Source: an optimization exercise on an open RTL-to-GDS flow (aim: small area and a short achievable clock period). Production flows keep margins and buffers that such runs may drop.
The RTL was checked by simulation tests, not by an equivalence proof against the original design.
Power figures rest on the tool's default switching activity, not on a simulated workload.

### flow/flow/run.sh
#!/bin/bash
# The standard layout, with buf_2 port buffers and a clock tree without dummy loads.
bash standard.sh \
  "BUFFER_PORTS_ARGS=-buffer_cell sky130_fd_sc_hd__buf_2" \
  "CTS_ARGS=-sink_clustering_enable -repair_clock_nets -dont_use_dummy_load -buf_list sky130_fd_sc_hd__clkbuf_8 -sink_clustering_size 14 -sink_clustering_max_diameter 50" \
  finish > standard.log 2>&1
### flow/standard.sh
#!/bin/bash
# synth_recipe.tcl (not shown) runs the flow's synth.tcl, then flattens the netlist and writes it again
# the make line also repeats each setting of config.mk as NAME=value (left out here)
make -C /OpenROAD-flow-scripts/flow DESIGN_CONFIG=/design/flow/config.mk WORK_HOME=/design/flow/orfs CLKGATE_MAP_FILE= SYNTH_SCRIPT=/design/flow/synth_recipe.tcl "${@:-finish}"
### flow/config.mk
export PLATFORM = sky130hd
export DESIGN_NAME = sqrt_16s
export DESIGN_NICKNAME = sqrt_16s
export VERILOG_FILES = /design/flow/design.v
export SDC_FILE = /design/flow/constraint.sdc
export NUM_CORES = 4
export LEC_CHECK = 0
export ABC_AREA = 1
export CAP_MARGIN = 20
export CORE_MARGIN = 2
export CORE_UTILIZATION = 40
export SETUP_SLACK_MARGIN = 1.2
export SLEW_MARGIN = 20
### flow/constraint.sdc
create_clock -name core_clock -period 3.0 [get_ports {clk}]
set_input_delay 0.6000 -clock core_clock [delete_from_list [all_inputs] [get_ports {clk}]]
set_output_delay 0.6000 -clock core_clock [all_outputs]
set_load 0.01 [all_outputs]
### flow/design.v
module sqrt_16s (
    input         clk,
    input  [15:0] data_i,
    input         vld_i,
    output [15:0] data_o,
    output        vld_o
);
    function [6:0] tbl3;
        input [5:0] v;
        case (v)
            6'd0: tbl3 = {3'd0, 4'd0};
            6'd1: tbl3 = {3'd1, 4'd0};
            6'd2: tbl3 = {3'd1, 4'd1};
            6'd3: tbl3 = {3'd1, 4'd2};
            6'd4: tbl3 = {3'd2, 4'd0};
            6'd5: tbl3 = {3'd2, 4'd1};
            6'd6: tbl3 = {3'd2, 4'd2};
            6'd7: tbl3 = {3'd2, 4'd3};
            6'd8: tbl3 = {3'd2, 4'd4};
            6'd9: tbl3 = {3'd3, 4'd0};
            6'd10: tbl3 = {3'd3, 4'd1};
            6'd11: tbl3 = {3'd3, 4'd2};
            6'd12: tbl3 = {3'd3, 4'd3};
            6'd13: tbl3 = {3'd3, 4'd4};
            6'd14: tbl3 = {3'd3, 4'd5};
            6'd15: tbl3 = {3'd3, 4'd6};
            6'd16: tbl3 = {3'd4, 4'd0};
            6'd17: tbl3 = {3'd4, 4'd1};
            6'd18: tbl3 = {3'd4, 4'd2};
            6'd19: tbl3 = {3'd4, 4'd3};
            6'd20: tbl3 = {3'd4, 4'd4};
            6'd21: tbl3 = {3'd4, 4'd5};
            6'd22: tbl3 = {3'd4, 4'd6};
            6'd23: tbl3 = {3'd4, 4'd7};
            6'd24: tbl3 = {3'd4, 4'd8};
            6'd25: tbl3 = {3'd5, 4'd0};
            6'd26: tbl3 = {3'd5, 4'd1};
            6'd27: tbl3 = {3'd5, 4'd2};
            6'd28: tbl3 = {3'd5, 4'd3};
            6'd29: tbl3 = {3'd5, 4'd4};
            6'd30: tbl3 = {3'd5, 4'd5};
            6'd31: tbl3 = {3'd5, 4'd6};
            6'd32: tbl3 = {3'd5, 4'd7};
            6'd33: tbl3 = {3'd5, 4'd8};
            6'd34: tbl3 = {3'd5, 4'd9};
            6'd35: tbl3 = {3'd5, 4'd10};
            6'd36: tbl3 = {3'd6, 4'd0};
            6'd37: tbl3 = {3'd6, 4'd1};
            6'd38: tbl3 = {3'd6, 4'd2};
            6'd39: tbl3 = {3'd6, 4'd3};
            6'd40: tbl3 = {3'd6, 4'd4};
            6'd41: tbl3 = {3'd6, 4'd5};
            6'd42: tbl3 = {3'd6, 4'd6};
            6'd43: tbl3 = {3'd6, 4'd7};
            6'd44: tbl3 = {3'd6, 4'd8};
            6'd45: tbl3 = {3'd6, 4'd9};
            6'd46: tbl3 = {3'd6, 4'd10};
            6'd47: tbl3 = {3'd6, 4'd11};
            6'd48: tbl3 = {3'd6, 4'd12};
            6'd49: tbl3 = {3'd7, 4'd0};
            6'd50: tbl3 = {3'd7, 4'd1};
            6'd51: tbl3 = {3'd7, 4'd2};
            6'd52: tbl3 = {3'd7, 4'd3};
            6'd53: tbl3 = {3'd7, 4'd4};
            6'd54: tbl3 = {3'd7, 4'd5};
            6'd55: tbl3 = {3'd7, 4'd6};
            6'd56: tbl3 = {3'd7, 4'd7};
            6'd57: tbl3 = {3'd7, 4'd8};
            6'd58: tbl3 = {3'd7, 4'd9};
            6'd59: tbl3 = {3'd7, 4'd10};
            6'd60: tbl3 = {3'd7, 4'd11};
            6'd61: tbl3 = {3'd7, 4'd12};
            6'd62: tbl3 = {3'd7, 4'd13};
            6'd63: tbl3 = {3'd7, 4'd14};
            default: tbl3 = 7'bx;
        endcase
    endfunction
    wire [6:0] t3 = tbl3(data_i[15:10]);
    wire [2:0] q3 = t3[6:4];
    wire [3:0] r3 = t3[3:0];
    wire [9:0] x3 = data_i[9:0];
    wire [5:0] a4 = {r3, x3[9:8]};
    wire [5:0] b4 = {1'b0, q3, 2'b01};
    wire [5:0] g4_0 = ~a4 & b4;
    wire [5:0] p4_0 = ~a4 | b4;
    wire g4_1_1 = g4_0[1] | (p4_0[1] & g4_0[0]);
    wire p4_1_1 = p4_0[1] & p4_0[0];
    wire g4_1_3 = g4_0[3] | (p4_0[3] & g4_0[2]);
    wire p4_1_3 = p4_0[3] & p4_0[2];
    wire g4_1_5 = g4_0[5] | (p4_0[5] & g4_0[4]);
    wire p4_1_5 = p4_0[5] & p4_0[4];
    wire g4_2_3 = g4_1_3 | (p4_1_3 & g4_1_1);
    wire p4_2_3 = p4_1_3 & p4_1_1;
    wire g4_5_5 = g4_1_5 | (p4_1_5 & g4_2_3);
    wire p4_5_5 = p4_1_5 & p4_2_3;
    wire g4_6_2 = g4_0[2] | (p4_0[2] & g4_1_1);
    wire p4_6_2 = p4_0[2] & p4_1_1;
    wire g4_6_4 = g4_0[4] | (p4_0[4] & g4_2_3);
    wire p4_6_4 = p4_0[4] & p4_2_3;
    wire s4 = g4_5_5;
    wire [4:0] c4 = {g4_2_3, g4_6_2, g4_1_1, g4_0[0], 1'b0};
    wire [4:0] r4 = a4[4:0] ^ ({5{~s4}} & (b4[4:0] ^ c4));
    wire [3:0] q4 = {q3, ~s4};
    wire [7:0] x4 = x3[7:0];
    reg  [3:0] q_r4;
    always @(posedge clk) q_r4 <= q4;
    reg  [4:0] r_r4;
    always @(posedge clk) r_r4 <= r4;
    reg  [7:0] x_r4;
    always @(posedge clk) x_r4 <= x4;
    reg  [0:0] v_r4;
    always @(posedge clk) v_r4 <= vld_i;
    wire [6:0] a5 = {r_r4, x_r4[7:6]};
    wire [6:0] b5 = {1'b0, q_r4, 2'b01};
    wire [6:0] g5_0 = ~a5 & b5;
    wire [6:0] p5_0 = ~a5 | b5;
    wire g5_1_1 = g5_0[1] | (p5_0[1] & g5_0[0]);
    wire p5_1_1 = p5_0[1] & p5_0[0];
    wire g5_1_3 = g5_0[3] | (p5_0[3] & g5_0[2]);
    wire p5_1_3 = p5_0[3] & p5_0[2];
    wire g5_1_5 = g5_0[5] | (p5_0[5] & g5_0[4]);
    wire p5_1_5 = p5_0[5] & p5_0[4];
    wire g5_2_3 = g5_1_3 | (p5_1_3 & g5_1_1);
    wire p5_2_3 = p5_1_3 & p5_1_1;
    wire g5_5_5 = g5_1_5 | (p5_1_5 & g5_2_3);
    wire p5_5_5 = p5_1_5 & p5_2_3;
    wire g5_6_2 = g5_0[2] | (p5_0[2] & g5_1_1);
    wire p5_6_2 = p5_0[2] & p5_1_1;
    wire g5_6_4 = g5_0[4] | (p5_0[4] & g5_2_3);
    wire p5_6_4 = p5_0[4] & p5_2_3;
    wire g5_6_6 = g5_0[6] | (p5_0[6] & g5_5_5);
    wire p5_6_6 = p5_0[6] & p5_5_5;
    wire s5 = g5_6_6;
    wire [5:0] c5 = {g5_6_4, g5_2_3, g5_6_2, g5_1_1, g5_0[0], 1'b0};
    wire [5:0] r5 = a5[5:0] ^ ({6{~s5}} & (b5[5:0] ^ c5));
    wire [4:0] q5 = {q_r4, ~s5};
    wire [5:0] x5 = x_r4[5:0];
    reg  [4:0] q_r5;
    always @(posedge clk) q_r5 <= q5;
    reg  [5:0] r_r5;
    always @(posedge clk) r_r5 <= r5;
    reg  [5:0] x_r5;
    always @(posedge clk) x_r5 <= x5;
    reg  [0:0] v_r5;
    always @(posedge clk) v_r5 <= v_r4;
    wire [7:0] a6 = {r_r5, x_r5[5:4]};
    wire [7:0] b6 = {1'b0, q_r5, 2'b01};
    wire [7:0] g6_0 = ~a6 & b6;
    wire [7:0] p6_0 = ~a6 | b6;
    wire g6_1_1 = g6_0[1] | (p6_0[1] & g6_0[0]);
    wire p6_1_1 = p6_0[1] & p6_0[0];
    wire g6_1_3 = g6_0[3] | (p6_0[3] & g6_0[2]);
    wire p6_1_3 = p6_0[3] & p6_0[2];
    wire g6_1_5 = g6_0[5] | (p6_0[5] & g6_0[4]);
    wire p6_1_5 = p6_0[5] & p6_0[4];
    wire g6_1_7 = g6_0[7] | (p6_0[7] & g6_0[6]);
    wire p6_1_7 = p6_0[7] & p6_0[6];
    wire g6_2_3 = g6_1_3 | (p6_1_3 & g6_1_1);
    wire p6_2_3 = p6_1_3 & p6_1_1;
    wire g6_2_7 = g6_1_7 | (p6_1_7 & g6_1_5);
    wire p6_2_7 = p6_1_7 & p6_1_5;
    wire g6_3_7 = g6_2_7 | (p6_2_7 & g6_2_3);
    wire p6_3_7 = p6_2_7 & p6_2_3;
    wire g6_5_5 = g6_1_5 | (p6_1_5 & g6_2_3);
    wire p6_5_5 = p6_1_5 & p6_2_3;
    wire g6_6_2 = g6_0[2] | (p6_0[2] & g6_1_1);
    wire p6_6_2 = p6_0[2] & p6_1_1;
    wire g6_6_4 = g6_0[4] | (p6_0[4] & g6_2_3);
    wire p6_6_4 = p6_0[4] & p6_2_3;
    wire g6_6_6 = g6_0[6] | (p6_0[6] & g6_5_5);
    wire p6_6_6 = p6_0[6] & p6_5_5;
    wire s6 = g6_3_7;
    wire [6:0] c6 = {g6_5_5, g6_6_4, g6_2_3, g6_6_2, g6_1_1, g6_0[0], 1'b0};
    wire [6:0] r6 = a6[6:0] ^ ({7{~s6}} & (b6[6:0] ^ c6));
    wire [5:0] q6 = {q_r5, ~s6};
    wire [3:0] x6 = x_r5[3:0];
    reg  [5:0] q_r6;
    always @(posedge clk) q_r6 <= q6;
    reg  [6:0] r_r6;
    always @(posedge clk) r_r6 <= r6;
    reg  [3:0] x_r6;
    always @(posedge clk) x_r6 <= x6;
    reg  [0:0] v_r6;
    always @(posedge clk) v_r6 <= v_r5;
    wire [8:0] a7 = {r_r6, x_r6[3:2]};
    wire [8:0] b7 = {1'b0, q_r6, 2'b01};
    wire [8:0] g7_0 = ~a7 & b7;
    wire [8:0] p7_0 = ~a7 | b7;
    wire g7_1_1 = g7_0[1] | (p7_0[1] & g7_0[0]);
    wire p7_1_1 = p7_0[1] & p7_0[0];
    wire g7_1_3 = g7_0[3] | (p7_0[3] & g7_0[2]);
    wire p7_1_3 = p7_0[3] & p7_0[2];
    wire g7_1_5 = g7_0[5] | (p7_0[5] & g7_0[4]);
    wire p7_1_5 = p7_0[5] & p7_0[4];
    wire g7_1_7 = g7_0[7] | (p7_0[7] & g7_0[6]);
    wire p7_1_7 = p7_0[7] & p7_0[6];
    wire g7_2_3 = g7_1_3 | (p7_1_3 & g7_1_1);
    wire p7_2_3 = p7_1_3 & p7_1_1;
    wire g7_2_7 = g7_1_7 | (p7_1_7 & g7_1_5);
    wire p7_2_7 = p7_1_7 & p7_1_5;
    wire g7_3_7 = g7_2_7 | (p7_2_7 & g7_2_3);
    wire p7_3_7 = p7_2_7 & p7_2_3;
    wire g7_7_5 = g7_1_5 | (p7_1_5 & g7_2_3);
    wire p7_7_5 = p7_1_5 & p7_2_3;
    wire g7_8_2 = g7_0[2] | (p7_0[2] & g7_1_1);
    wire p7_8_2 = p7_0[2] & p7_1_1;
    wire g7_8_4 = g7_0[4] | (p7_0[4] & g7_2_3);
    wire p7_8_4 = p7_0[4] & p7_2_3;
    wire g7_8_6 = g7_0[6] | (p7_0[6] & g7_7_5);
    wire p7_8_6 = p7_0[6] & p7_7_5;
    wire g7_8_8 = g7_0[8] | (p7_0[8] & g7_3_7);
    wire p7_8_8 = p7_0[8] & p7_3_7;
    wire s7 = g7_8_8;
    wire [7:0] c7 = {g7_8_6, g7_7_5, g7_8_4, g7_2_3, g7_8_2, g7_1_1, g7_0[0], 1'b0};
    wire [7:0] r7 = a7[7:0] ^ ({8{~s7}} & (b7[7:0] ^ c7));
    wire [6:0] q7 = {q_r6, ~s7};
    wire [1:0] x7 = x_r6[1:0];
    reg  [6:0] q_r7;
    always @(posedge clk) q_r7 <= q7;
    reg  [7:0] r_r7;
    always @(posedge clk) r_r7 <= r7;
    reg  [1:0] x_r7;
    always @(posedge clk) x_r7 <= x7;
    reg  [0:0] v_r7;
    always @(posedge clk) v_r7 <= v_r6;
    wire [9:0] a8 = {r_r7, x_r7[1:0]};
    wire [9:0] b8 = {1'b0, q_r7, 2'b01};
    wire [9:0] g8_0 = ~a8 & b8;
    wire [9:0] p8_0 = ~a8 | b8;
    wire g8_1_1 = g8_0[1] | (p8_0[1] & g8_0[0]);
    wire p8_1_1 = p8_0[1] & p8_0[0];
    wire g8_1_3 = g8_0[3] | (p8_0[3] & g8_0[2]);
    wire p8_1_3 = p8_0[3] & p8_0[2];
    wire g8_1_5 = g8_0[5] | (p8_0[5] & g8_0[4]);
    wire p8_1_5 = p8_0[5] & p8_0[4];
    wire g8_1_7 = g8_0[7] | (p8_0[7] & g8_0[6]);
    wire p8_1_7 = p8_0[7] & p8_0[6];
    wire g8_1_9 = g8_0[9] | (p8_0[9] & g8_0[8]);
    wire p8_1_9 = p8_0[9] & p8_0[8];
    wire g8_2_3 = g8_1_3 | (p8_1_3 & g8_1_1);
    wire p8_2_3 = p8_1_3 & p8_1_1;
    wire g8_2_7 = g8_1_7 | (p8_1_7 & g8_1_5);
    wire p8_2_7 = p8_1_7 & p8_1_5;
    wire g8_3_7 = g8_2_7 | (p8_2_7 & g8_2_3);
    wire p8_3_7 = p8_2_7 & p8_2_3;
    wire g8_7_5 = g8_1_5 | (p8_1_5 & g8_2_3);
    wire p8_7_5 = p8_1_5 & p8_2_3;
    wire g8_7_9 = g8_1_9 | (p8_1_9 & g8_3_7);
    wire p8_7_9 = p8_1_9 & p8_3_7;
    wire g8_8_2 = g8_0[2] | (p8_0[2] & g8_1_1);
    wire p8_8_2 = p8_0[2] & p8_1_1;
    wire g8_8_4 = g8_0[4] | (p8_0[4] & g8_2_3);
    wire p8_8_4 = p8_0[4] & p8_2_3;
    wire g8_8_6 = g8_0[6] | (p8_0[6] & g8_7_5);
    wire p8_8_6 = p8_0[6] & p8_7_5;
    wire g8_8_8 = g8_0[8] | (p8_0[8] & g8_3_7);
    wire p8_8_8 = p8_0[8] & p8_3_7;
    wire s8 = g8_7_9;
    wire [8:0] c8 = {g8_3_7, g8_8_6, g8_7_5, g8_8_4, g8_2_3, g8_8_2, g8_1_1, g8_0[0], 1'b0};
    wire [8:0] r8 = a8[8:0] ^ ({9{~s8}} & (b8[8:0] ^ c8));
    wire [7:0] q8 = {q_r7, ~s8};
    reg  [7:0] q_r8;
    always @(posedge clk) q_r8 <= q8;
    reg  [8:0] r_r8;
    always @(posedge clk) r_r8 <= r8;
    reg  [0:0] v_r8;
    always @(posedge clk) v_r8 <= v_r7;
    wire [10:0] a9 = {r_r8, 2'b00};
    wire [10:0] b9 = {1'b0, q_r8, 2'b01};
    wire [10:0] g9_0 = ~a9 & b9;
    wire [10:0] p9_0 = ~a9 | b9;
    wire g9_1_1 = g9_0[1] | (p9_0[1] & g9_0[0]);
    wire p9_1_1 = p9_0[1] & p9_0[0];
    wire g9_1_3 = g9_0[3] | (p9_0[3] & g9_0[2]);
    wire p9_1_3 = p9_0[3] & p9_0[2];
    wire g9_1_5 = g9_0[5] | (p9_0[5] & g9_0[4]);
    wire p9_1_5 = p9_0[5] & p9_0[4];
    wire g9_1_7 = g9_0[7] | (p9_0[7] & g9_0[6]);
    wire p9_1_7 = p9_0[7] & p9_0[6];
    wire g9_1_9 = g9_0[9] | (p9_0[9] & g9_0[8]);
    wire p9_1_9 = p9_0[9] & p9_0[8];
    wire g9_2_3 = g9_1_3 | (p9_1_3 & g9_1_1);
    wire p9_2_3 = p9_1_3 & p9_1_1;
    wire g9_2_7 = g9_1_7 | (p9_1_7 & g9_1_5);
    wire p9_2_7 = p9_1_7 & p9_1_5;
    wire g9_3_7 = g9_2_7 | (p9_2_7 & g9_2_3);
    wire p9_3_7 = p9_2_7 & p9_2_3;
    wire g9_7_5 = g9_1_5 | (p9_1_5 & g9_2_3);
    wire p9_7_5 = p9_1_5 & p9_2_3;
    wire g9_7_9 = g9_1_9 | (p9_1_9 & g9_3_7);
    wire p9_7_9 = p9_1_9 & p9_3_7;
    wire g9_8_2 = g9_0[2] | (p9_0[2] & g9_1_1);
    wire p9_8_2 = p9_0[2] & p9_1_1;
    wire g9_8_4 = g9_0[4] | (p9_0[4] & g9_2_3);
    wire p9_8_4 = p9_0[4] & p9_2_3;
    wire g9_8_6 = g9_0[6] | (p9_0[6] & g9_7_5);
    wire p9_8_6 = p9_0[6] & p9_7_5;
    wire g9_8_8 = g9_0[8] | (p9_0[8] & g9_3_7);
    wire p9_8_8 = p9_0[8] & p9_3_7;
    wire g9_8_10 = g9_0[10] | (p9_0[10] & g9_7_9);
    wire p9_8_10 = p9_0[10] & p9_7_9;
    wire s9 = g9_8_10;
    wire [9:0] c9 = {g9_8_8, g9_3_7, g9_8_6, g9_7_5, g9_8_4, g9_2_3, g9_8_2, g9_1_1, g9_0[0], 1'b0};
    wire [9:0] r9 = a9[9:0] ^ ({10{~s9}} & (b9[9:0] ^ c9));
    wire [8:0] q9 = {q_r8, ~s9};
    reg  [8:0] q_r9;
    always @(posedge clk) q_r9 <= q9;
    reg  [9:0] r_r9;
    always @(posedge clk) r_r9 <= r9;
    reg  [0:0] v_r9;
    always @(posedge clk) v_r9 <= v_r8;
    wire [11:0] a10 = {r_r9, 2'b00};
    wire [11:0] b10 = {1'b0, q_r9, 2'b01};
    wire [11:0] g10_0 = ~a10 & b10;
    wire [11:0] p10_0 = ~a10 | b10;
    wire g10_1_1 = g10_0[1] | (p10_0[1] & g10_0[0]);
    wire p10_1_1 = p10_0[1] & p10_0[0];
    wire g10_1_3 = g10_0[3] | (p10_0[3] & g10_0[2]);
    wire p10_1_3 = p10_0[3] & p10_0[2];
    wire g10_1_5 = g10_0[5] | (p10_0[5] & g10_0[4]);
    wire p10_1_5 = p10_0[5] & p10_0[4];
    wire g10_1_7 = g10_0[7] | (p10_0[7] & g10_0[6]);
    wire p10_1_7 = p10_0[7] & p10_0[6];
    wire g10_1_9 = g10_0[9] | (p10_0[9] & g10_0[8]);
    wire p10_1_9 = p10_0[9] & p10_0[8];
    wire g10_1_11 = g10_0[11] | (p10_0[11] & g10_0[10]);
    wire p10_1_11 = p10_0[11] & p10_0[10];
    wire g10_2_3 = g10_1_3 | (p10_1_3 & g10_1_1);
    wire p10_2_3 = p10_1_3 & p10_1_1;
    wire g10_2_7 = g10_1_7 | (p10_1_7 & g10_1_5);
    wire p10_2_7 = p10_1_7 & p10_1_5;
    wire g10_2_11 = g10_1_11 | (p10_1_11 & g10_1_9);
    wire p10_2_11 = p10_1_11 & p10_1_9;
    wire g10_3_7 = g10_2_7 | (p10_2_7 & g10_2_3);
    wire p10_3_7 = p10_2_7 & p10_2_3;
    wire g10_6_11 = g10_2_11 | (p10_2_11 & g10_3_7);
    wire p10_6_11 = p10_2_11 & p10_3_7;
    wire g10_7_5 = g10_1_5 | (p10_1_5 & g10_2_3);
    wire p10_7_5 = p10_1_5 & p10_2_3;
    wire g10_7_9 = g10_1_9 | (p10_1_9 & g10_3_7);
    wire p10_7_9 = p10_1_9 & p10_3_7;
    wire g10_8_2 = g10_0[2] | (p10_0[2] & g10_1_1);
    wire p10_8_2 = p10_0[2] & p10_1_1;
    wire g10_8_4 = g10_0[4] | (p10_0[4] & g10_2_3);
    wire p10_8_4 = p10_0[4] & p10_2_3;
    wire g10_8_6 = g10_0[6] | (p10_0[6] & g10_7_5);
    wire p10_8_6 = p10_0[6] & p10_7_5;
    wire g10_8_8 = g10_0[8] | (p10_0[8] & g10_3_7);
    wire p10_8_8 = p10_0[8] & p10_3_7;
    wire g10_8_10 = g10_0[10] | (p10_0[10] & g10_7_9);
    wire p10_8_10 = p10_0[10] & p10_7_9;
    wire s10 = g10_6_11;
    wire [10:0] c10 = {g10_7_9, g10_8_8, g10_3_7, g10_8_6, g10_7_5, g10_8_4, g10_2_3, g10_8_2, g10_1_1, g10_0[0], 1'b0};
    wire [10:0] r10 = a10[10:0] ^ ({11{~s10}} & (b10[10:0] ^ c10));
    wire [9:0] q10 = {q_r9, ~s10};
    reg  [9:0] q_r10;
    always @(posedge clk) q_r10 <= q10;
    reg  [10:0] r_r10;
    always @(posedge clk) r_r10 <= r10;
    reg  [0:0] v_r10;
    always @(posedge clk) v_r10 <= v_r9;
    wire [12:0] a11 = {r_r10, 2'b00};
    wire [12:0] b11 = {1'b0, q_r10, 2'b01};
    wire [12:0] g11_0 = ~a11 & b11;
    wire [12:0] p11_0 = ~a11 | b11;
    wire g11_1_1 = g11_0[1] | (p11_0[1] & g11_0[0]);
    wire p11_1_1 = p11_0[1] & p11_0[0];
    wire g11_1_3 = g11_0[3] | (p11_0[3] & g11_0[2]);
    wire p11_1_3 = p11_0[3] & p11_0[2];
    wire g11_1_5 = g11_0[5] | (p11_0[5] & g11_0[4]);
    wire p11_1_5 = p11_0[5] & p11_0[4];
    wire g11_1_7 = g11_0[7] | (p11_0[7] & g11_0[6]);
    wire p11_1_7 = p11_0[7] & p11_0[6];
    wire g11_1_9 = g11_0[9] | (p11_0[9] & g11_0[8]);
    wire p11_1_9 = p11_0[9] & p11_0[8];
    wire g11_1_11 = g11_0[11] | (p11_0[11] & g11_0[10]);
    wire p11_1_11 = p11_0[11] & p11_0[10];
    wire g11_2_3 = g11_1_3 | (p11_1_3 & g11_1_1);
    wire p11_2_3 = p11_1_3 & p11_1_1;
    wire g11_2_7 = g11_1_7 | (p11_1_7 & g11_1_5);
    wire p11_2_7 = p11_1_7 & p11_1_5;
    wire g11_2_11 = g11_1_11 | (p11_1_11 & g11_1_9);
    wire p11_2_11 = p11_1_11 & p11_1_9;
    wire g11_3_7 = g11_2_7 | (p11_2_7 & g11_2_3);
    wire p11_3_7 = p11_2_7 & p11_2_3;
    wire g11_6_11 = g11_2_11 | (p11_2_11 & g11_3_7);
    wire p11_6_11 = p11_2_11 & p11_3_7;
    wire g11_7_5 = g11_1_5 | (p11_1_5 & g11_2_3);
    wire p11_7_5 = p11_1_5 & p11_2_3;
    wire g11_7_9 = g11_1_9 | (p11_1_9 & g11_3_7);
    wire p11_7_9 = p11_1_9 & p11_3_7;
    wire g11_8_2 = g11_0[2] | (p11_0[2] & g11_1_1);
    wire p11_8_2 = p11_0[2] & p11_1_1;
    wire g11_8_4 = g11_0[4] | (p11_0[4] & g11_2_3);
    wire p11_8_4 = p11_0[4] & p11_2_3;
    wire g11_8_6 = g11_0[6] | (p11_0[6] & g11_7_5);
    wire p11_8_6 = p11_0[6] & p11_7_5;
    wire g11_8_8 = g11_0[8] | (p11_0[8] & g11_3_7);
    wire p11_8_8 = p11_0[8] & p11_3_7;
    wire g11_8_10 = g11_0[10] | (p11_0[10] & g11_7_9);
    wire p11_8_10 = p11_0[10] & p11_7_9;
    wire g11_8_12 = g11_0[12] | (p11_0[12] & g11_6_11);
    wire p11_8_12 = p11_0[12] & p11_6_11;
    wire s11 = g11_8_12;
    wire [11:0] c11 = {g11_8_10, g11_7_9, g11_8_8, g11_3_7, g11_8_6, g11_7_5, g11_8_4, g11_2_3, g11_8_2, g11_1_1, g11_0[0], 1'b0};
    wire [11:0] r11 = a11[11:0] ^ ({12{~s11}} & (b11[11:0] ^ c11));
    wire [10:0] q11 = {q_r10, ~s11};
    reg  [10:0] q_r11;
    always @(posedge clk) q_r11 <= q11;
    reg  [11:0] r_r11;
    always @(posedge clk) r_r11 <= r11;
    reg  [0:0] v_r11;
    always @(posedge clk) v_r11 <= v_r10;
    wire [13:0] a12 = {r_r11, 2'b00};
    wire [13:0] b12 = {1'b0, q_r11, 2'b01};
    wire [13:0] g12_0 = ~a12 & b12;
    wire [13:0] p12_0 = ~a12 | b12;
    wire g12_1_1 = g12_0[1] | (p12_0[1] & g12_0[0]);
    wire p12_1_1 = p12_0[1] & p12_0[0];
    wire g12_1_3 = g12_0[3] | (p12_0[3] & g12_0[2]);
    wire p12_1_3 = p12_0[3] & p12_0[2];
    wire g12_1_5 = g12_0[5] | (p12_0[5] & g12_0[4]);
    wire p12_1_5 = p12_0[5] & p12_0[4];
    wire g12_1_7 = g12_0[7] | (p12_0[7] & g12_0[6]);
    wire p12_1_7 = p12_0[7] & p12_0[6];
    wire g12_1_9 = g12_0[9] | (p12_0[9] & g12_0[8]);
    wire p12_1_9 = p12_0[9] & p12_0[8];
    wire g12_1_11 = g12_0[11] | (p12_0[11] & g12_0[10]);
    wire p12_1_11 = p12_0[11] & p12_0[10];
    wire g12_1_13 = g12_0[13] | (p12_0[13] & g12_0[12]);
    wire p12_1_13 = p12_0[13] & p12_0[12];
    wire g12_2_3 = g12_1_3 | (p12_1_3 & g12_1_1);
    wire p12_2_3 = p12_1_3 & p12_1_1;
    wire g12_2_7 = g12_1_7 | (p12_1_7 & g12_1_5);
    wire p12_2_7 = p12_1_7 & p12_1_5;
    wire g12_2_11 = g12_1_11 | (p12_1_11 & g12_1_9);
    wire p12_2_11 = p12_1_11 & p12_1_9;
    wire g12_3_7 = g12_2_7 | (p12_2_7 & g12_2_3);
    wire p12_3_7 = p12_2_7 & p12_2_3;
    wire g12_6_11 = g12_2_11 | (p12_2_11 & g12_3_7);
    wire p12_6_11 = p12_2_11 & p12_3_7;
    wire g12_7_5 = g12_1_5 | (p12_1_5 & g12_2_3);
    wire p12_7_5 = p12_1_5 & p12_2_3;
    wire g12_7_9 = g12_1_9 | (p12_1_9 & g12_3_7);
    wire p12_7_9 = p12_1_9 & p12_3_7;
    wire g12_7_13 = g12_1_13 | (p12_1_13 & g12_6_11);
    wire p12_7_13 = p12_1_13 & p12_6_11;
    wire g12_8_2 = g12_0[2] | (p12_0[2] & g12_1_1);
    wire p12_8_2 = p12_0[2] & p12_1_1;
    wire g12_8_4 = g12_0[4] | (p12_0[4] & g12_2_3);
    wire p12_8_4 = p12_0[4] & p12_2_3;
    wire g12_8_6 = g12_0[6] | (p12_0[6] & g12_7_5);
    wire p12_8_6 = p12_0[6] & p12_7_5;
    wire g12_8_8 = g12_0[8] | (p12_0[8] & g12_3_7);
    wire p12_8_8 = p12_0[8] & p12_3_7;
    wire g12_8_10 = g12_0[10] | (p12_0[10] & g12_7_9);
    wire p12_8_10 = p12_0[10] & p12_7_9;
    wire g12_8_12 = g12_0[12] | (p12_0[12] & g12_6_11);
    wire p12_8_12 = p12_0[12] & p12_6_11;
    wire s12 = g12_7_13;
    wire [12:0] c12 = {g12_6_11, g12_8_10, g12_7_9, g12_8_8, g12_3_7, g12_8_6, g12_7_5, g12_8_4, g12_2_3, g12_8_2, g12_1_1, g12_0[0], 1'b0};
    wire [12:0] r12 = a12[12:0] ^ ({13{~s12}} & (b12[12:0] ^ c12));
    wire [11:0] q12 = {q_r11, ~s12};
    reg  [11:0] q_r12;
    always @(posedge clk) q_r12 <= q12;
    reg  [12:0] r_r12;
    always @(posedge clk) r_r12 <= r12;
    reg  [0:0] v_r12;
    always @(posedge clk) v_r12 <= v_r11;
    wire [14:0] a13 = {r_r12, 2'b00};
    wire [14:0] b13 = {1'b0, q_r12, 2'b01};
    wire [14:0] g13_0 = ~a13 & b13;
    wire [14:0] p13_0 = ~a13 | b13;
    wire g13_1_1 = g13_0[1] | (p13_0[1] & g13_0[0]);
    wire p13_1_1 = p13_0[1] & p13_0[0];
    wire g13_1_3 = g13_0[3] | (p13_0[3] & g13_0[2]);
    wire p13_1_3 = p13_0[3] & p13_0[2];
    wire g13_1_5 = g13_0[5] | (p13_0[5] & g13_0[4]);
    wire p13_1_5 = p13_0[5] & p13_0[4];
    wire g13_1_7 = g13_0[7] | (p13_0[7] & g13_0[6]);
    wire p13_1_7 = p13_0[7] & p13_0[6];
    wire g13_1_9 = g13_0[9] | (p13_0[9] & g13_0[8]);
    wire p13_1_9 = p13_0[9] & p13_0[8];
    wire g13_1_11 = g13_0[11] | (p13_0[11] & g13_0[10]);
    wire p13_1_11 = p13_0[11] & p13_0[10];
    wire g13_1_13 = g13_0[13] | (p13_0[13] & g13_0[12]);
    wire p13_1_13 = p13_0[13] & p13_0[12];
    wire g13_2_3 = g13_1_3 | (p13_1_3 & g13_1_1);
    wire p13_2_3 = p13_1_3 & p13_1_1;
    wire g13_2_7 = g13_1_7 | (p13_1_7 & g13_1_5);
    wire p13_2_7 = p13_1_7 & p13_1_5;
    wire g13_2_11 = g13_1_11 | (p13_1_11 & g13_1_9);
    wire p13_2_11 = p13_1_11 & p13_1_9;
    wire g13_3_7 = g13_2_7 | (p13_2_7 & g13_2_3);
    wire p13_3_7 = p13_2_7 & p13_2_3;
    wire g13_6_11 = g13_2_11 | (p13_2_11 & g13_3_7);
    wire p13_6_11 = p13_2_11 & p13_3_7;
    wire g13_7_5 = g13_1_5 | (p13_1_5 & g13_2_3);
    wire p13_7_5 = p13_1_5 & p13_2_3;
    wire g13_7_9 = g13_1_9 | (p13_1_9 & g13_3_7);
    wire p13_7_9 = p13_1_9 & p13_3_7;
    wire g13_7_13 = g13_1_13 | (p13_1_13 & g13_6_11);
    wire p13_7_13 = p13_1_13 & p13_6_11;
    wire g13_8_2 = g13_0[2] | (p13_0[2] & g13_1_1);
    wire p13_8_2 = p13_0[2] & p13_1_1;
    wire g13_8_4 = g13_0[4] | (p13_0[4] & g13_2_3);
    wire p13_8_4 = p13_0[4] & p13_2_3;
    wire g13_8_6 = g13_0[6] | (p13_0[6] & g13_7_5);
    wire p13_8_6 = p13_0[6] & p13_7_5;
    wire g13_8_8 = g13_0[8] | (p13_0[8] & g13_3_7);
    wire p13_8_8 = p13_0[8] & p13_3_7;
    wire g13_8_10 = g13_0[10] | (p13_0[10] & g13_7_9);
    wire p13_8_10 = p13_0[10] & p13_7_9;
    wire g13_8_12 = g13_0[12] | (p13_0[12] & g13_6_11);
    wire p13_8_12 = p13_0[12] & p13_6_11;
    wire g13_8_14 = g13_0[14] | (p13_0[14] & g13_7_13);
    wire p13_8_14 = p13_0[14] & p13_7_13;
    wire s13 = g13_8_14;
    wire [13:0] c13 = {g13_8_12, g13_6_11, g13_8_10, g13_7_9, g13_8_8, g13_3_7, g13_8_6, g13_7_5, g13_8_4, g13_2_3, g13_8_2, g13_1_1, g13_0[0], 1'b0};
    wire [13:0] r13 = a13[13:0] ^ ({14{~s13}} & (b13[13:0] ^ c13));
    wire [12:0] q13 = {q_r12, ~s13};
    reg  [12:0] q_r13;
    always @(posedge clk) q_r13 <= q13;
    reg  [13:0] r_r13;
    always @(posedge clk) r_r13 <= r13;
    reg  [0:0] v_r13;
    always @(posedge clk) v_r13 <= v_r12;
    wire [15:0] a14 = {r_r13, 2'b00};
    wire [15:0] b14 = {1'b0, q_r13, 2'b01};
    wire [15:0] g14_0 = ~a14 & b14;
    wire [15:0] p14_0 = ~a14 | b14;
    wire g14_1_1 = g14_0[1] | (p14_0[1] & g14_0[0]);
    wire p14_1_1 = p14_0[1] & p14_0[0];
    wire g14_1_3 = g14_0[3] | (p14_0[3] & g14_0[2]);
    wire p14_1_3 = p14_0[3] & p14_0[2];
    wire g14_1_5 = g14_0[5] | (p14_0[5] & g14_0[4]);
    wire p14_1_5 = p14_0[5] & p14_0[4];
    wire g14_1_7 = g14_0[7] | (p14_0[7] & g14_0[6]);
    wire p14_1_7 = p14_0[7] & p14_0[6];
    wire g14_1_9 = g14_0[9] | (p14_0[9] & g14_0[8]);
    wire p14_1_9 = p14_0[9] & p14_0[8];
    wire g14_1_11 = g14_0[11] | (p14_0[11] & g14_0[10]);
    wire p14_1_11 = p14_0[11] & p14_0[10];
    wire g14_1_13 = g14_0[13] | (p14_0[13] & g14_0[12]);
    wire p14_1_13 = p14_0[13] & p14_0[12];
    wire g14_1_15 = g14_0[15] | (p14_0[15] & g14_0[14]);
    wire p14_1_15 = p14_0[15] & p14_0[14];
    wire g14_2_3 = g14_1_3 | (p14_1_3 & g14_1_1);
    wire p14_2_3 = p14_1_3 & p14_1_1;
    wire g14_2_7 = g14_1_7 | (p14_1_7 & g14_1_5);
    wire p14_2_7 = p14_1_7 & p14_1_5;
    wire g14_2_11 = g14_1_11 | (p14_1_11 & g14_1_9);
    wire p14_2_11 = p14_1_11 & p14_1_9;
    wire g14_2_15 = g14_1_15 | (p14_1_15 & g14_1_13);
    wire p14_2_15 = p14_1_15 & p14_1_13;
    wire g14_3_7 = g14_2_7 | (p14_2_7 & g14_2_3);
    wire p14_3_7 = p14_2_7 & p14_2_3;
    wire g14_3_15 = g14_2_15 | (p14_2_15 & g14_2_11);
    wire p14_3_15 = p14_2_15 & p14_2_11;
    wire g14_4_15 = g14_3_15 | (p14_3_15 & g14_3_7);
    wire p14_4_15 = p14_3_15 & p14_3_7;
    wire g14_6_11 = g14_2_11 | (p14_2_11 & g14_3_7);
    wire p14_6_11 = p14_2_11 & p14_3_7;
    wire g14_7_5 = g14_1_5 | (p14_1_5 & g14_2_3);
    wire p14_7_5 = p14_1_5 & p14_2_3;
    wire g14_7_9 = g14_1_9 | (p14_1_9 & g14_3_7);
    wire p14_7_9 = p14_1_9 & p14_3_7;
    wire g14_7_13 = g14_1_13 | (p14_1_13 & g14_6_11);
    wire p14_7_13 = p14_1_13 & p14_6_11;
    wire g14_8_2 = g14_0[2] | (p14_0[2] & g14_1_1);
    wire p14_8_2 = p14_0[2] & p14_1_1;
    wire g14_8_4 = g14_0[4] | (p14_0[4] & g14_2_3);
    wire p14_8_4 = p14_0[4] & p14_2_3;
    wire g14_8_6 = g14_0[6] | (p14_0[6] & g14_7_5);
    wire p14_8_6 = p14_0[6] & p14_7_5;
    wire g14_8_8 = g14_0[8] | (p14_0[8] & g14_3_7);
    wire p14_8_8 = p14_0[8] & p14_3_7;
    wire g14_8_10 = g14_0[10] | (p14_0[10] & g14_7_9);
    wire p14_8_10 = p14_0[10] & p14_7_9;
    wire g14_8_12 = g14_0[12] | (p14_0[12] & g14_6_11);
    wire p14_8_12 = p14_0[12] & p14_6_11;
    wire g14_8_14 = g14_0[14] | (p14_0[14] & g14_7_13);
    wire p14_8_14 = p14_0[14] & p14_7_13;
    wire s14 = g14_4_15;
    wire [14:0] c14 = {g14_7_13, g14_8_12, g14_6_11, g14_8_10, g14_7_9, g14_8_8, g14_3_7, g14_8_6, g14_7_5, g14_8_4, g14_2_3, g14_8_2, g14_1_1, g14_0[0], 1'b0};
    wire [14:0] r14 = a14[14:0] ^ ({15{~s14}} & (b14[14:0] ^ c14));
    wire [13:0] q14 = {q_r13, ~s14};
    reg  [13:0] q_r14;
    always @(posedge clk) q_r14 <= q14;
    reg  [14:0] r_r14;
    always @(posedge clk) r_r14 <= r14;
    reg  [0:0] v_r14;
    always @(posedge clk) v_r14 <= v_r13;
    wire [16:0] a15 = {r_r14, 2'b00};
    wire [16:0] b15 = {1'b0, q_r14, 2'b01};
    wire [16:0] g15_0 = ~a15 & b15;
    wire [16:0] p15_0 = ~a15 | b15;
    wire g15_1_1 = g15_0[1] | (p15_0[1] & g15_0[0]);
    wire p15_1_1 = p15_0[1] & p15_0[0];
    wire g15_1_3 = g15_0[3] | (p15_0[3] & g15_0[2]);
    wire p15_1_3 = p15_0[3] & p15_0[2];
    wire g15_1_5 = g15_0[5] | (p15_0[5] & g15_0[4]);
    wire p15_1_5 = p15_0[5] & p15_0[4];
    wire g15_1_7 = g15_0[7] | (p15_0[7] & g15_0[6]);
    wire p15_1_7 = p15_0[7] & p15_0[6];
    wire g15_1_9 = g15_0[9] | (p15_0[9] & g15_0[8]);
    wire p15_1_9 = p15_0[9] & p15_0[8];
    wire g15_1_11 = g15_0[11] | (p15_0[11] & g15_0[10]);
    wire p15_1_11 = p15_0[11] & p15_0[10];
    wire g15_1_13 = g15_0[13] | (p15_0[13] & g15_0[12]);
    wire p15_1_13 = p15_0[13] & p15_0[12];
    wire g15_1_15 = g15_0[15] | (p15_0[15] & g15_0[14]);
    wire p15_1_15 = p15_0[15] & p15_0[14];
    wire g15_2_3 = g15_1_3 | (p15_1_3 & g15_1_1);
    wire p15_2_3 = p15_1_3 & p15_1_1;
    wire g15_2_7 = g15_1_7 | (p15_1_7 & g15_1_5);
    wire p15_2_7 = p15_1_7 & p15_1_5;
    wire g15_2_11 = g15_1_11 | (p15_1_11 & g15_1_9);
    wire p15_2_11 = p15_1_11 & p15_1_9;
    wire g15_2_15 = g15_1_15 | (p15_1_15 & g15_1_13);
    wire p15_2_15 = p15_1_15 & p15_1_13;
    wire g15_3_7 = g15_2_7 | (p15_2_7 & g15_2_3);
    wire p15_3_7 = p15_2_7 & p15_2_3;
    wire g15_3_15 = g15_2_15 | (p15_2_15 & g15_2_11);
    wire p15_3_15 = p15_2_15 & p15_2_11;
    wire g15_4_15 = g15_3_15 | (p15_3_15 & g15_3_7);
    wire p15_4_15 = p15_3_15 & p15_3_7;
    wire g15_8_11 = g15_2_11 | (p15_2_11 & g15_3_7);
    wire p15_8_11 = p15_2_11 & p15_3_7;
    wire g15_9_5 = g15_1_5 | (p15_1_5 & g15_2_3);
    wire p15_9_5 = p15_1_5 & p15_2_3;
    wire g15_9_9 = g15_1_9 | (p15_1_9 & g15_3_7);
    wire p15_9_9 = p15_1_9 & p15_3_7;
    wire g15_9_13 = g15_1_13 | (p15_1_13 & g15_8_11);
    wire p15_9_13 = p15_1_13 & p15_8_11;
    wire g15_10_2 = g15_0[2] | (p15_0[2] & g15_1_1);
    wire p15_10_2 = p15_0[2] & p15_1_1;
    wire g15_10_4 = g15_0[4] | (p15_0[4] & g15_2_3);
    wire p15_10_4 = p15_0[4] & p15_2_3;
    wire g15_10_6 = g15_0[6] | (p15_0[6] & g15_9_5);
    wire p15_10_6 = p15_0[6] & p15_9_5;
    wire g15_10_8 = g15_0[8] | (p15_0[8] & g15_3_7);
    wire p15_10_8 = p15_0[8] & p15_3_7;
    wire g15_10_10 = g15_0[10] | (p15_0[10] & g15_9_9);
    wire p15_10_10 = p15_0[10] & p15_9_9;
    wire g15_10_12 = g15_0[12] | (p15_0[12] & g15_8_11);
    wire p15_10_12 = p15_0[12] & p15_8_11;
    wire g15_10_14 = g15_0[14] | (p15_0[14] & g15_9_13);
    wire p15_10_14 = p15_0[14] & p15_9_13;
    wire g15_10_16 = g15_0[16] | (p15_0[16] & g15_4_15);
    wire p15_10_16 = p15_0[16] & p15_4_15;
    wire s15 = g15_10_16;
    wire [15:0] c15 = {g15_10_14, g15_9_13, g15_10_12, g15_8_11, g15_10_10, g15_9_9, g15_10_8, g15_3_7, g15_10_6, g15_9_5, g15_10_4, g15_2_3, g15_10_2, g15_1_1, g15_0[0], 1'b0};
    wire [15:0] r15 = a15[15:0] ^ ({16{~s15}} & (b15[15:0] ^ c15));
    wire [14:0] q15 = {q_r14, ~s15};
    reg  [14:0] q_r15;
    always @(posedge clk) q_r15 <= q15;
    reg  [15:0] r_r15;
    always @(posedge clk) r_r15 <= r15;
    reg  [0:0] v_r15;
    always @(posedge clk) v_r15 <= v_r14;
    wire [17:0] a16 = {r_r15, 2'b00};
    wire [17:0] b16 = {1'b0, q_r15, 2'b01};
    wire [17:0] g16_0 = ~a16 & b16;
    wire [17:0] p16_0 = ~a16 | b16;
    wire g16_1_1 = g16_0[1] | (p16_0[1] & g16_0[0]);
    wire p16_1_1 = p16_0[1] & p16_0[0];
    wire g16_1_3 = g16_0[3] | (p16_0[3] & g16_0[2]);
    wire p16_1_3 = p16_0[3] & p16_0[2];
    wire g16_1_5 = g16_0[5] | (p16_0[5] & g16_0[4]);
    wire p16_1_5 = p16_0[5] & p16_0[4];
    wire g16_1_7 = g16_0[7] | (p16_0[7] & g16_0[6]);
    wire p16_1_7 = p16_0[7] & p16_0[6];
    wire g16_1_9 = g16_0[9] | (p16_0[9] & g16_0[8]);
    wire p16_1_9 = p16_0[9] & p16_0[8];
    wire g16_1_11 = g16_0[11] | (p16_0[11] & g16_0[10]);
    wire p16_1_11 = p16_0[11] & p16_0[10];
    wire g16_1_13 = g16_0[13] | (p16_0[13] & g16_0[12]);
    wire p16_1_13 = p16_0[13] & p16_0[12];
    wire g16_1_15 = g16_0[15] | (p16_0[15] & g16_0[14]);
    wire p16_1_15 = p16_0[15] & p16_0[14];
    wire g16_1_17 = g16_0[17] | (p16_0[17] & g16_0[16]);
    wire p16_1_17 = p16_0[17] & p16_0[16];
    wire g16_2_3 = g16_1_3 | (p16_1_3 & g16_1_1);
    wire p16_2_3 = p16_1_3 & p16_1_1;
    wire g16_2_7 = g16_1_7 | (p16_1_7 & g16_1_5);
    wire p16_2_7 = p16_1_7 & p16_1_5;
    wire g16_2_11 = g16_1_11 | (p16_1_11 & g16_1_9);
    wire p16_2_11 = p16_1_11 & p16_1_9;
    wire g16_2_15 = g16_1_15 | (p16_1_15 & g16_1_13);
    wire p16_2_15 = p16_1_15 & p16_1_13;
    wire g16_3_7 = g16_2_7 | (p16_2_7 & g16_2_3);
    wire p16_3_7 = p16_2_7 & p16_2_3;
    wire g16_3_15 = g16_2_15 | (p16_2_15 & g16_2_11);
    wire p16_3_15 = p16_2_15 & p16_2_11;
    wire g16_4_15 = g16_3_15 | (p16_3_15 & g16_3_7);
    wire p16_4_15 = p16_3_15 & p16_3_7;
    wire g16_8_11 = g16_2_11 | (p16_2_11 & g16_3_7);
    wire p16_8_11 = p16_2_11 & p16_3_7;
    wire g16_9_5 = g16_1_5 | (p16_1_5 & g16_2_3);
    wire p16_9_5 = p16_1_5 & p16_2_3;
    wire g16_9_9 = g16_1_9 | (p16_1_9 & g16_3_7);
    wire p16_9_9 = p16_1_9 & p16_3_7;
    wire g16_9_13 = g16_1_13 | (p16_1_13 & g16_8_11);
    wire p16_9_13 = p16_1_13 & p16_8_11;
    wire g16_9_17 = g16_1_17 | (p16_1_17 & g16_4_15);
    wire p16_9_17 = p16_1_17 & p16_4_15;
    wire g16_10_2 = g16_0[2] | (p16_0[2] & g16_1_1);
    wire p16_10_2 = p16_0[2] & p16_1_1;
    wire g16_10_4 = g16_0[4] | (p16_0[4] & g16_2_3);
    wire p16_10_4 = p16_0[4] & p16_2_3;
    wire g16_10_6 = g16_0[6] | (p16_0[6] & g16_9_5);
    wire p16_10_6 = p16_0[6] & p16_9_5;
    wire g16_10_8 = g16_0[8] | (p16_0[8] & g16_3_7);
    wire p16_10_8 = p16_0[8] & p16_3_7;
    wire g16_10_10 = g16_0[10] | (p16_0[10] & g16_9_9);
    wire p16_10_10 = p16_0[10] & p16_9_9;
    wire g16_10_12 = g16_0[12] | (p16_0[12] & g16_8_11);
    wire p16_10_12 = p16_0[12] & p16_8_11;
    wire g16_10_14 = g16_0[14] | (p16_0[14] & g16_9_13);
    wire p16_10_14 = p16_0[14] & p16_9_13;
    wire g16_10_16 = g16_0[16] | (p16_0[16] & g16_4_15);
    wire p16_10_16 = p16_0[16] & p16_4_15;
    wire s16 = g16_9_17;
    wire [15:0] q16 = {q_r15, ~s16};
    reg  [15:0] q_r16;
    always @(posedge clk) q_r16 <= q16;
    reg  [0:0] v_r16;
    always @(posedge clk) v_r16 <= v_r15;
    assign data_o = q_r16;
    assign vld_o  = v_r16;
endmodule
==> results of run 1 <==
==> worst max path at each step <==
stage / depth (start not counted) / slack, ns / startpoint / endpoint
after global placement: 13 / 0.68 / data_i[11] / r_r4[1]$_DFF_P_
after floorplan: 12 / 1.05 / data_i[10] / r_r4[1]$_DFF_P_
after detailed placement: 13 / 0.64 / data_i[11] / r_r4[1]$_DFF_P_
final: 13 / 1.25 / data_i[10] / r_r4[1]$_DFF_P_
after CTS: 13 / 1.20 / q_r12[3]$_DFF_P_ / r_r13[4]$_DFF_P_
after global routing: 11 / 1.11 / q_r5[0]$_DFF_P_ / r_r6[1]$_DFF_P_
==> cells in the final DEF (no fill, tap or decap), drive strengths merged <==
| master | synthesis | layout |
|---|---|---|
| a211oi | 1 | 1 |
| a21boi | 3 | 3 |
| a21oi | 44 | 44 |
| a221oi | 4 | 4 |
| a31oi | 1 | 1 |
| and2 | 1 | 1 |
| buf | 7 | 57 |
| clkbuf | 0 | 28 |
| dfxtp | 275 | 275 |
| ha | 9 | 9 |
| inv | 253 | 254 |
| maj3 | 3 | 3 |
| nand2 | 385 | 388 |
| nand3 | 118 | 118 |
| nand3b | 11 | 11 |
| nand4 | 16 | 16 |
| nor2 | 82 | 82 |
| nor3 | 5 | 5 |
| o211ai | 6 | 6 |
| o21a | 1 | 1 |
| o21ai | 78 | 78 |
| o21bai | 2 | 2 |
| o221a | 1 | 1 |
| o221ai | 1 | 1 |
| o22ai | 4 | 4 |
| or2 | 21 | 21 |
| xnor2 | 21 | 21 |
| xor2 | 90 | 90 |
==> flip-flops by register name, summed over array words and instances (netlist names), 9 cells and up <==
register / cells
q_r10: 10
q_r11: 11
q_r12: 12
q_r13: 13
q_r14: 14
q_r15: 15
q_r16: 16
q_r9: 9
r_r10: 9
r_r11: 10
r_r12: 11
r_r13: 12
r_r14: 13
r_r15: 14
r_r8: 9
==> cells by family after synthesis <==
logic type,count (synthesis),synth area share
and+or+nand+nor,639,0.2504
DFF,275,0.4843
buffers and inverters,260,0.08992
AOI/OAI and AO/OA,146,0.07737
xor gates and xnor gates,111,0.08552
adders and majority gates,12,0.01255
==> worst max-delay path: stages <==
cell	delay, ns
buf_2	0.18
ha_4	0.18
or2_4	0.24
o21ai_1	0.08
nand3_1	0.10
o211ai_1	0.11
nand2_1	0.09
nand2_2	0.10
nand2_2	0.07
nand3_2	0.08
nand2_4	0.08
ha_4	0.17
xor2_1	0.13
==> metal layers <==
layer	vias to the layer above	wire [um]	track usage
li1	4615	-	-
met1	3820	7443	0.1107
met2	100	10390	0.2540
met3	51	620	0.02177
met4	0	678	0.05164
met5	-	0	0
==> per-stage QoR <==
stage / power [uW] / utilization / hold WS (ns) / instance area, um2
floorplan: 11940 / - / 0.3096 / 11460
global placement: 13060 / 0.4318 / 0.3097 / 12030
detailed placement: 13270 / 0.4318 / 0.3121 / 12030
CTS: 15310 / 0.4475 / 0.1029 / 12470
global route: 17550 / 0.4640 / 0.1026 / 12930
finish: 15970 / 0.4640 / 0.1431 / 12930
==> power by group <==
group	total (uW)	switching, uW	internal, uW	leakage [uW]
clock	1930	1100	825	0.000201
sequential	6090	899	5190	0.00232
combinational	7950	4740	3210	0.00400
==> area by class of cell <==
| cell class | count | area share |
|---|---|---|
| Clock buffer | 28 | 0.02981 |
| Inverter | 253 | 0.07685 |
| Multi-Input combinational cell | 911 | 0.4019 |
| Sequential cell | 275 | 0.4277 |
| Tap cell | 378 | 0.03659 |
| Timing Repair Buffer | 57 | 0.02671 |
| Timing Repair inverter | 1 | 0.0004839 |
==> timing repair <==
| item | CTS | global route |
|---|---|---|
| pin swaps | 6 | 37 |
| buffers inserted | 2 | 21 |
| setup endpoints to repair | 21 | 91 |
| hold buffers | 0 | 0 |
| gates cloned | 0 | 4 |
| gates resized for setup | 9 | 93 |
| endpoints found under the hold margin | 0 | 0 |
==> summary.txt, run 1 <==
Critical path
  • R2R Setup Slk: 1.25 ns
  • Register-to-Register Path Depth: 11
  • Crit path kind: input port to flop
  • Worst r2r src: q_r5[0]$_DFF_P_
  • R2R Path End: r_r6[1]$_DFF_P_
  • Worst Path Max Fanout: 6
  • CP endpoint kind: flop
  • Worst EP required: 3.46 ns
  • Critical Path AT: 2.21 ns
  • Startpoint types: input port

Route
  • Final WL: 19.13 mm
  • Via count: 8586
  • Wire length per cell: 10.05 um
  • 1st-pass router iterations: 4
  • Vias/cell: 4.512
  • Post-route ant nets: 0
  • Detailed-route DRC error count: 0
  • Drt initial violations: 289

STA
  • Minimum clock period: 1.751 ns
  • Worst Tran Pin Value: 1.078 ns
  • Relative slew margins: 0.2813
  • Setup Skew: 0.05165 ns
  • Setup WS post-layout: 1.249 ns
  • RSZ-0062 raised after global routing: yes
  • Endpoints failing hold: 0
  • Final worst-path cycle share: 0.5836
  • Final TNS setup: 0 ns
  • Final max-slew violation count: 0
  • Highest clock rate: 571.2 MHz
  • # setup viols final: 0

GRT
  • Initial antenna violation count: 0
  • Global Route Usage Sum: 0.1209
  • First-pass GRT wire length: 31.34 mm
  • Pin count of the biggest net entering global routing: 17
  • GRT Residual Overflow: 0
  • Vias in the first global route: 8013

Final layout
  • Register Area: 0.005529 mm2
  • Ant. Diodes: 0
  • Number of nets in the layout: 1554
  • Area of the multi-input gates: 0.005195 mm2
  • Share of cells above drive strength 1: 0.1646
  • Fillers: 2703
  • Non-Filler Instances: 1903
  • P&R area growth vs syn: 13.71%

Yosys
  • Ys flop type: dfxtp_1
  • Count leader, synth: nand2_1
  • Post-synth top cells: nand2_1, dfxtp_1, inv_1
  • Post-Syn Instances: 1443
  • Area share of the largest cell type after synthesis: 0.4843
  • Synth Warn #: 1
  • Synth Cell Area: 0.01137 mm2
  • Total nets after synthesis: 1470
  • Yosys reg bits: 275
  • Synth cell types: 41
  • Post-synth EDFFs: 0
  • Seq/Total Area, Yosys: 0.4843
  • Synth area leader: dfxtp_1
  • Syn Area/Cell: 7.878 um2
  • Ys async rst share: 0
  • Synth area leaders: dfxtp_1, nand2_1, inv_1, xor2_1, nand3_1

Die
  • Die area: 0.02979 mm2
  • Core Region: 0.02786 mm2
  • Initial Utilization: 0.4081
  • Row cnt: 61
  • Top Ports: 35
  • Die extent in y: 172.6 um
  • Chip width: 172.6 um

Power and ir drop
  • PwrDens: 1235 mW/mm2
  • Worst vdd ir: 0.5812 mV
  • Lkg Pwr: 0.006520 uW

Min path
  • Hold Crit Depth: 1
  • Hold EP: x_r4[6]$_DFF_P_
  • Worst min path class: input port to flop
  • Hold Crit Start: data_i[6]

Clock tree
  • H-tree depth: 1
  • Root buf cell: clkbuf_8
  • CTS tree: done
  • Clock Pin Slew Worst Setup and Hold Paths: 0.09 ns
  • Num CTS Buffers: 28
  • Clk Latency, worst-skew pair: 0.55 ns
  • Clock Sinks: 275
  • Max clock buf depth: 3

Placed design
  • GPL Wtd Cong: 0.8213
  • Placed cell count: 1848
  • Port Buffers: 34
  • Detail Placement HPWL: 13.95 mm
  • Place WS: 0.6356 ns

Run status
  • Status: timing/DRC/antenna clean

Run
  • Max-cap viol count: 0
==> run 2, diff against run 1 <==
--- a/flow/config.mk
+++ b/flow/config.mk
@@ -10,4 +10,4 @@
 export CORE_MARGIN = 2
 export CORE_UTILIZATION = 40
-export SETUP_SLACK_MARGIN = 1.2
+export SETUP_SLACK_MARGIN = 1.3
 export SLEW_MARGIN = 20
==> run 2 against run 1 <==
  * Still clean
  * Clock-buffer cell count unchanged
  * Non-clock buffer count increased by 47
  * Clock power about the same
  * Cell count is 2.5% higher
  * First-iteration DRC count shrank 3.1%
  * Wire length increased by 6.1%
==> summary.txt, run 2 <==
Clock tree
  • Clock Sinks: 275
  • Clk Latency, worst-skew pair: 0.56 ns
  • Max clock buf depth: 3
  • H-tree depth: 1
  • Clock Pin Slew Worst Setup and Hold Paths: 0.08 ns
  • Num CTS Buffers: 28
  • Root buf cell: clkbuf_8
  • CTS tree: done

Critical path
  • Worst Path Max Fanout: 5
  • Kind of cell adding the most delay to the critical path: simple AND/OR/NAND/NOR gates
  • Max stage delay on crit path: 0.34 ns
  • Most used cell, CP: nand2_2
  • Worst EP required: 3.45 ns
  • CP endpoint kind: flop
  • Crit path buf inv count: 1
  • Critical path's slowest cell: dfxtp_2
  • CP Launch Point: x_r5[5]$_DFF_P_
  • Worst r2r src: x_r5[5]$_DFF_P_
  • Critical-path cell list: nor2_4 > nand2_2 > o21ai_4 > nand2_2 > a21oi_4 > nand2_2 > nand2_4 > a21oi_4 > buf_12 > ha_4 > xor2_1
  • Startpoint types: flop
  • Critical Path AT: 2.12 ns
  • Crit path kind: flop to flop

Yosys
  • Post-Syn Instances: 1443
  • Post-Synth Adder-Cell Area: 0.01255
  • Compound-Gate Fraction of Synth Area: 0.07737
  • Total nets after synthesis: 1470
  • Post-synth EDFFs: 0
  • Synth Warn #: 1
  • Ys flop type: dfxtp_1
  • Post-synthesis mux area share: 0
  • Seq/Total Area, Yosys: 0.4843
  • Synth Cell Area: 0.01137 mm2
  • Area share of and/or/nand/nor cells after synthesis: 0.2504
  • Ys async rst share: 0
  • Synth area leader: dfxtp_1
  • Post-synthesis xor/xnor area fraction: 0.08552
  • Largest family of logic cells by synthesized area: simple AND/OR/NAND/NOR gates
  • Area share of the largest cell type after synthesis: 0.4843
  • Yosys reg bits: 275
  • Post-synth top cells: nand2_1, dfxtp_1, inv_1
  • Synth area leaders: dfxtp_1, nand2_1, inv_1, xor2_1, nand3_1
  • Synth cell types: 41
  • Syn Area/Cell: 7.878 um2
  • Count leader, synth: nand2_1

Final layout
  • Ant. Diodes: 0
  • Biggest register: q_r16
  • Number of flip-flops in the largest register: 16
  • Commonest non-fill, non-tap cells in the layout: nand2_1, dfxtp_1, inv_1, xor2_1, nand3_1
  • Most common cell after layout, fill and taps aside: nand2_1
  • Share of cells above drive strength 1: 0.2683
  • Fin area: 0.01384 mm2
  • P&R area growth vs syn: 21.74%
  • Number of nets in the layout: 1602
  • Largest regs: q_r16 (16), q_r15 (15)
  • Fillers: 2621

STA
  • Setup WS post-layout: 1.328 ns
  • Final max-slew violation count: 0
  • Worst Tran Pin Value: 0.6559 ns
  • Relative slew margins: 0.5627
  • Final TNS setup: 0 ns
  • Endpoints failing hold: 0
  • Highest clock rate: 598.2 MHz
  • Setup Skew: 0.05156 ns
  • Final worst-path cycle share: 0.5572
  • Minimum clock period: 1.672 ns
  • # setup viols final: 0
  • RSZ-0062 raised after global routing: yes

Route
  • 1st-pass router iterations: 4
  • Post-route ant nets: 0
  • Drt initial violations: 280
  • Final WL: 20.30 mm
  • Wire length per cell: 10.41 um
  • Via count: 8887
  • Detailed-route DRC error count: 0
  • Vias/cell: 4.555

Power and ir drop
  • Seq pwr share: 0.350
  • Overall Power: 17620 uW
  • Internal power: 10160 uW
  • Net Sw Frac: 0.4232
  • Comb pwr share: 0.540
  • Clk pwr share: 0.110
  • P_sw: 7455 uW
  • Worst vdd ir: 0.6857 mV
  • Lkg Pwr: 0.006840 uW
  • PwrDens: 1273 mW/mm2

Run
  • Max-cap viol count: 0

GRT
  • First-pass GRT wire length: 32.08 mm
  • Met2 usage: 0.2622
  • GR Util met1: 0.1122
  • GRT Residual Overflow: 0
  • Met3 Resource Use GR: 0.02155
  • Grt peak-use layer: met2
  • Pin count of the biggest net entering global routing: 17
  • Initial antenna violation count: 0
  • Global Route Usage Sum: 0.1239
  • Vias in the first global route: 8219

Die
  • Top Ports: 35
  • Die extent in y: 172.6 um
  • Chip width: 172.6 um
  • Die area: 0.02979 mm2
  • Initial Utilization: 0.4081
  • Row cnt: 61
  • Core Region: 0.02786 mm2

Run status
  • Status: timing/DRC/antenna clean

Placed design
  • Placed Area: 0.01203 mm2
  • Port Buffers: 34
  • GPL Wtd Cong: 0.8213
  • Detail Placement HPWL: 13.95 mm
  • Place WS: 0.6356 ns

Min path
  • Worst min path class: input port to flop
  • Hold Crit Start: data_i[7]
## run 2: per-layer routing
metal  part of all wire  wire, um  up-vias
li1                   -         -     4726
met3              0.033       666       62
met5                  0         0        -
met4              0.040       806        0
met2               0.55     11110      123
met1               0.38      7714     3976
## run 2: worst paths after layout
check	to	slack, ns	cells past startpoint
setup / recovery	r_r6[1]$_DFF_P_	1.33	11
hold / removal	x_r4[7]$_DFF_P_	0.14	1
setup reg to reg	r_r6[1]$_DFF_P_	1.33	11
hold reg to reg	v_r14$_DFF_P_	0.30	0
## run 2: area by class of cell
class	instances	area (um2)	share of cell area
repair buffers	104	754.5	0.05452
well taps	378	473.0	0.03417
clock buffers	28	385.4	0.02785
inverters	253	998.5	0.07215
repair inverters	1	6.256	0.0004520
flip-flops and latches	275	5570	0.4025
multi-input cells	912	5652	0.4084
## run 2: repair_timing
action                                  4_1_cts  5_1_grt
gates resized for setup                      69      216
gates cloned                                  0        5
endpoints found under the setup margin       79      105
pin swaps                                    24       93
buffers inserted                             24       46
hold buffers                                  0        0
endpoints found under the hold margin         0        0
## run 2: power groups by stage
stage	Combinational [uW]	Sequential [uW]	Clock, uW
3_3_place_gp	6940	6120	0
5_1_grt	10700	6370	2160
4_1_cts	7730	6070	2040
2_1_floorplan	5990	5950	0
3_5_place_dp	7140	6140	0
6_report	9510	6170	1940
## run 2: worst reg2reg max path, stage by stage, from the launching register on
cell	delay, ns
dfxtp_2	0.34
nor2_4	0.12
nand2_2	0.07
o21ai_4	0.08
nand2_2	0.10
a21oi_4	0.17
nand2_2	0.10
nand2_4	0.08
a21oi_4	0.07
buf_12	0.15
ha_4	0.15
xor2_1	0.13
## run 2: through the flow
stage,std cells,hold slack [ns],utilization
after floorplan,1443,0.3096,-
after global placement,1848,0.3097,0.4318
after detailed placement,1848,0.3121,0.4318
after CTS,1900,0.1029,0.4594
after global routing,1951,0.1044,0.4968
final,1951,0.1391,0.4968
## run 2: kinds of logic after synthesis
| kind of cell | Yosys count |
|---|---|
| AND/OR/NAND/NOR | 639 |
| flip-flops | 275 |
| buffers and inverters | 260 |
| AO/OA/AOI/OAI | 146 |
| XOR/XNOR | 111 |
| adder cells (fa/ha/maj) | 12 |

==> static timing again, ports no longer ideal <==
Ports are ideal in the flow. The routed layouts listed here were re-timed in OpenROAD. Step 1 sets driving cells, clkbuf_16 on the clock port and buf_2 on the other inputs (assumed; they add their load-dependent delay and slew). Step 2 also shifts input and output timing later by t, the mid clock arrival at the registers, as if the neighbouring blocks saw the same clock. a / b / c = no drivers / after step 1 / after step 2; a / b = the first two.
run	t, ns	setup WS [ns]	clock arrival spread, ns	cell pins on the clock port's net
run 1	0.575	1.249 / 1.250 / 0.701	0.053 / 0.053	1
run 2	0.576	1.328 / 1.328 / 0.802	0.054 / 0.054	1
After both steps every run listed still meets setup and hold. The setup slack of run 1, which loses most, moves by +0.001 ns with the drivers and by -0.548 ns with both steps.
